Context: an optimization exercise on an open-source flow, tuned for a short achievable clock period and few clock cycles. The choices shown serve that exercise and are no tape-out recipe. The RTL was checked by simulation tests, not by an equivalence proof against the original design. Power is estimated from default activity; no workload was simulated.

// riscv151_core
module riscv151_core
(
    input         clk,
    input         rst,
    output [13:0] fetch_addr,
    output        fetch_en,
    input  [31:0] imem_rdata,
    input  [31:0] bios_irdata,
    output [13:0] data_addr,
    output [31:0] data_wdata,
    output [3:0]  dmem_we,
    output [3:0]  imem_we,
    output [3:0]  io_we,
    input  [31:0] dmem_rdata,
    input  [31:0] bios_drdata
);
==> flow/config.mk <==
export PLATFORM = sky130hd
export DESIGN_NAME = riscv151_core
export DESIGN_NICKNAME = riscv151_core
export VERILOG_FILES = /design/flow/design.v
export SDC_FILE = /design/flow/constraint.sdc
export NUM_CORES = 4
export LEC_CHECK = 0
export ABC_CLOCK_PERIOD_IN_PS = 4000
export CAP_MARGIN = 20
export CORE_MARGIN = 2
export CORE_UTILIZATION = 32
export PLACE_DENSITY = 0.65
export SLEW_MARGIN = 20
==> flow/constraint.sdc <==
create_clock -name core_clock -period 10.5 [get_ports {clk}]
set_input_delay 2.1000 -clock core_clock [delete_from_list [all_inputs] [get_ports {clk}]]
set_output_delay 2.1000 -clock core_clock [all_outputs]
set_load 0.01 [all_outputs]
standard.sh (not shown) runs the stock make flow with config.mk's settings and CLKGATE_MAP_FILE= SYNTH_SCRIPT=/design/flow/synth_recipe.tcl, a recipe that flattens the netlist after the stock synthesis.
==> flow/flow/run.sh <==
#!/bin/bash
set -euo pipefail
bash standard.sh SETUP_SLACK_MARGIN=6.5 finish > standard.log 2>&1
The starting point completed with no timing, DRC or antenna violations.
Testbench counts at the start, summed over its fixed seeds: cycles 88,385.
Then changed:
PLACE_DENSITY = 0.55   (was 0.65)
=>
- setup slack gets better by 0.11 ns
- synthesized cell count does not change
- maximum frequency goes up by 2.7%
- core utilization increases by 0.18 points
- design area grows by 0.47%
- count of clock-buffer cells in the layout fell by 14
Then changed:
==> flow/flow/run.sh (replaced) <==
#!/bin/bash
set -euo pipefail
bash standard.sh SETUP_SLACK_MARGIN=6.5 "BUFFER_PORTS_ARGS=-buffer_cell sky130_fd_sc_hd__buf_4" finish > standard.log 2>&1
CAP_MARGIN = 30   (was 20)
SLEW_MARGIN = 30   (was 20)
After rerunning:
- design area falls slightly
- total power falls slightly
- clock-buffer cell count rises by 4
- non-clock buffer count falls by 36
- critical path depth rises by 8
- die area is unchanged
- via count falls slightly

========
riscv151_core, a different RTL version from the one above (not shown whole).
Size in the first run: ~9,300 cells after synthesis, ~3,000 flip-flops, about 200 I/O pins, ~140,000 um2 of cells after synthesis.
## riscv151_core
module riscv151_core
(
    input         clk,
    input         rst,
    output [13:0] fetch_addr,
    output        fetch_en,
    input  [31:0] imem_rdata,
    input  [31:0] bios_irdata,
    output [13:0] data_addr,
    output [31:0] data_wdata,
    output [3:0]  dmem_we,
    output [3:0]  imem_we,
    output [3:0]  io_we,
    input  [31:0] dmem_rdata,
    input  [31:0] bios_drdata
);
    localparam [29:0] RESET_PC = 30'h1000_0000;  
    reg  [29:0] pc_f;
    reg         v_i;
    reg  [29:0] pc_i;
    reg         selb_i, seli_i;
    reg         pred_i, hit_i;
    reg  [1:0]  ctr_i;
    reg  [29:0] ptgt_i;
    reg         v_d;
    reg  [31:0] ir_d;
    reg  [29:0] pc_d;
    reg         pred_d, hit_d;
    reg  [1:0]  ctr_d;
    reg  [29:0] ptgt_d;
    reg  [31:0] a_e, b_e, s_e;
    reg         fwa_e, fwb_e, fws_e;
    reg  [31:0] link_e;
    reg  [29:0] pc_e;
    reg  [29:0] tgt_e;
    reg         rA_e, rT_e, rN_e;    
    reg         c_eq_e, c_ne_e, c_lt_e, c_ge_e, c_ltu_e, c_geu_e;
    reg         pred_e, hit_e;
    reg  [1:0]  ctr_e;
    reg         br_e, jal_e, jalr_e, ld_e, st_e, wen_e, bios_e;
    reg  [2:0]  f3_e;
    reg  [4:0]  rd_e;
    reg         op_add_e, op_sub_e, op_sll_e, op_slt_e, op_sltu_e, op_xor_e,
                op_srl_e, op_sra_e, op_or_e, op_and_e, op_link_e;
    reg  [31:0] res_m;
    reg  [31:0] wd_m;
    reg  [3:0]  dwe_m, iwe_m, iowe_m;
    reg         ld_m, wen_m;
    reg  [2:0]  f3_m;
    reg  [4:0]  rd_m;
    reg  [31:0] res_w;
    reg         ld_w, wen_w;
  ...
==> flow/config.mk <==
export PLATFORM = sky130hd
export DESIGN_NAME = riscv151_core
export DESIGN_NICKNAME = riscv151_core
export VERILOG_FILES = /design/flow/design.v
export SDC_FILE = /design/flow/constraint.sdc
export NUM_CORES = 4
export LEC_CHECK = 0
export ABC_CLOCK_PERIOD_IN_PS = 2500
export CAP_MARGIN = 20
export CORE_MARGIN = 2
export CORE_UTILIZATION = 40
export PLACE_DENSITY = 0.6
export SLEW_MARGIN = 20
==> flow/constraint.sdc <==
create_clock -name core_clock -period 10.5 [get_ports {clk}]
set_input_delay 2.1000 -clock core_clock [delete_from_list [all_inputs] [get_ports {clk}]]
set_output_delay 2.1000 -clock core_clock [all_outputs]
set_load 0.01 [all_outputs]
==> flow/flow/run.sh <==
#!/bin/bash
set -euo pipefail
bash standard.sh SETUP_SLACK_MARGIN=6.5 finish > standard.log 2>&1
Testbench counts at the start, summed over its fixed seeds: cycles 88,802.
Edit:
--- a/flow/config.mk
+++ b/flow/config.mk
@@ -7,7 +7,7 @@
 export LEC_CHECK = 0
-export ABC_CLOCK_PERIOD_IN_PS = 2500
+export ABC_CLOCK_PERIOD_IN_PS = 4000
 export CAP_MARGIN = 20
 export CORE_MARGIN = 2
-export CORE_UTILIZATION = 40
-export PLACE_DENSITY = 0.6
+export CORE_UTILIZATION = 32
+export PLACE_DENSITY = 0.55
 export SLEW_MARGIN = 20
Result:
- setup slack improves by 71 ps
- final area goes up by a few percent
- synthesized cell count is unchanged
- global-route usage goes down by 5.1 points
- utilization goes down by 8.7 points
- total power goes up by a few percent
- count of clock-buffer cells in the layout goes up by 23
- sequential power is about the same
- via count stays flat
- register-to-register slack improves by 70 ps
- die area goes up by a quarter to a third

========
Setup of run A:
riscv151_core, a different RTL version from the one above (not shown whole).
For scale: ~3300 flip-flops, about 170000 um2 of cells after synthesis.
export LEC_CHECK = 0
export ABC_CLOCK_PERIOD_IN_PS = 4000
export CAP_MARGIN = 20
export CORE_MARGIN = 2
export CORE_UTILIZATION = 32
export PLACE_DENSITY = 0.55
export SLEW_MARGIN = 20
create_clock -name core_clock -period 10.5 [get_ports {clk}]
Scripts as last shown in full above: flow/flow/run.sh
Run A went all the way through synthesis, placement and routing and the layout is clean on timing, DRC and antenna.
Testbench counts of run A, summed over its fixed seeds: cycles 85,991.
Here is what was changed in the inputs of run B compared with run A.
- changing ABC_CLOCK_PERIOD_IN_PS from 4000 to 2000
## What came out
Reported for run A and run B, number of well-tap cells placed turned out identical to the last digit.
Re number of non-filler instances in the completed layout: no difference whatsoever between run B and run A.
Compared with run A, in run B number of global-route vias before repair held steady, detailed-router iteration count before antenna repair stayed essentially flat, final-layout clock buffer total held, cell area did not really move.
On share of power burned in combinational logic, run A and run B are neck and neck.
Comparing run A with run B, the sequential power came out essentially unchanged.
From run B to run A, initial antenna violation count did not move at all.

==> afterwards: timing with drivers on the ports <==
How much do the figures lean on ideal ports? The routed layouts below were timed once more, with nothing changed but the port constraints. Step 1, drivers: a clkbuf_16 drives clk and a buf_2 each remaining input, both assumed. Step 2 moves the port delays by t, midway between the first and last clock arrival at a register: inputs arrive t later, outputs are due t later. That takes back most of the time a late clock gives input paths. Three values: ideal ports, drivers, drivers and shift; two values: the first two.
run	t, ns	setup slack, ns	worst setup path after step 2
the first run of note 1	1.062	6.287 / 6.287 / 5.447	input to register
the second run of note 1	1.051	6.399 / 6.333 / 5.432	input to register
the third run of note 1	1.042	6.334 / 6.334 / 5.491	input to register
the first run of note 2	1.020	6.193 / 6.193 / 5.478	input to register
the second run of note 2	1.044	6.264 / 6.264 / 5.466	input to register
run A	1.083	6.250 / 6.250 / 5.426	input to register
run B	1.083	6.250 / 6.250 / 5.426	input to register
After both steps every run listed still meets setup and hold. The setup slack of the second run of note 1, which loses most, moves by -0.066 ns with the drivers and by -0.967 ns with both steps.
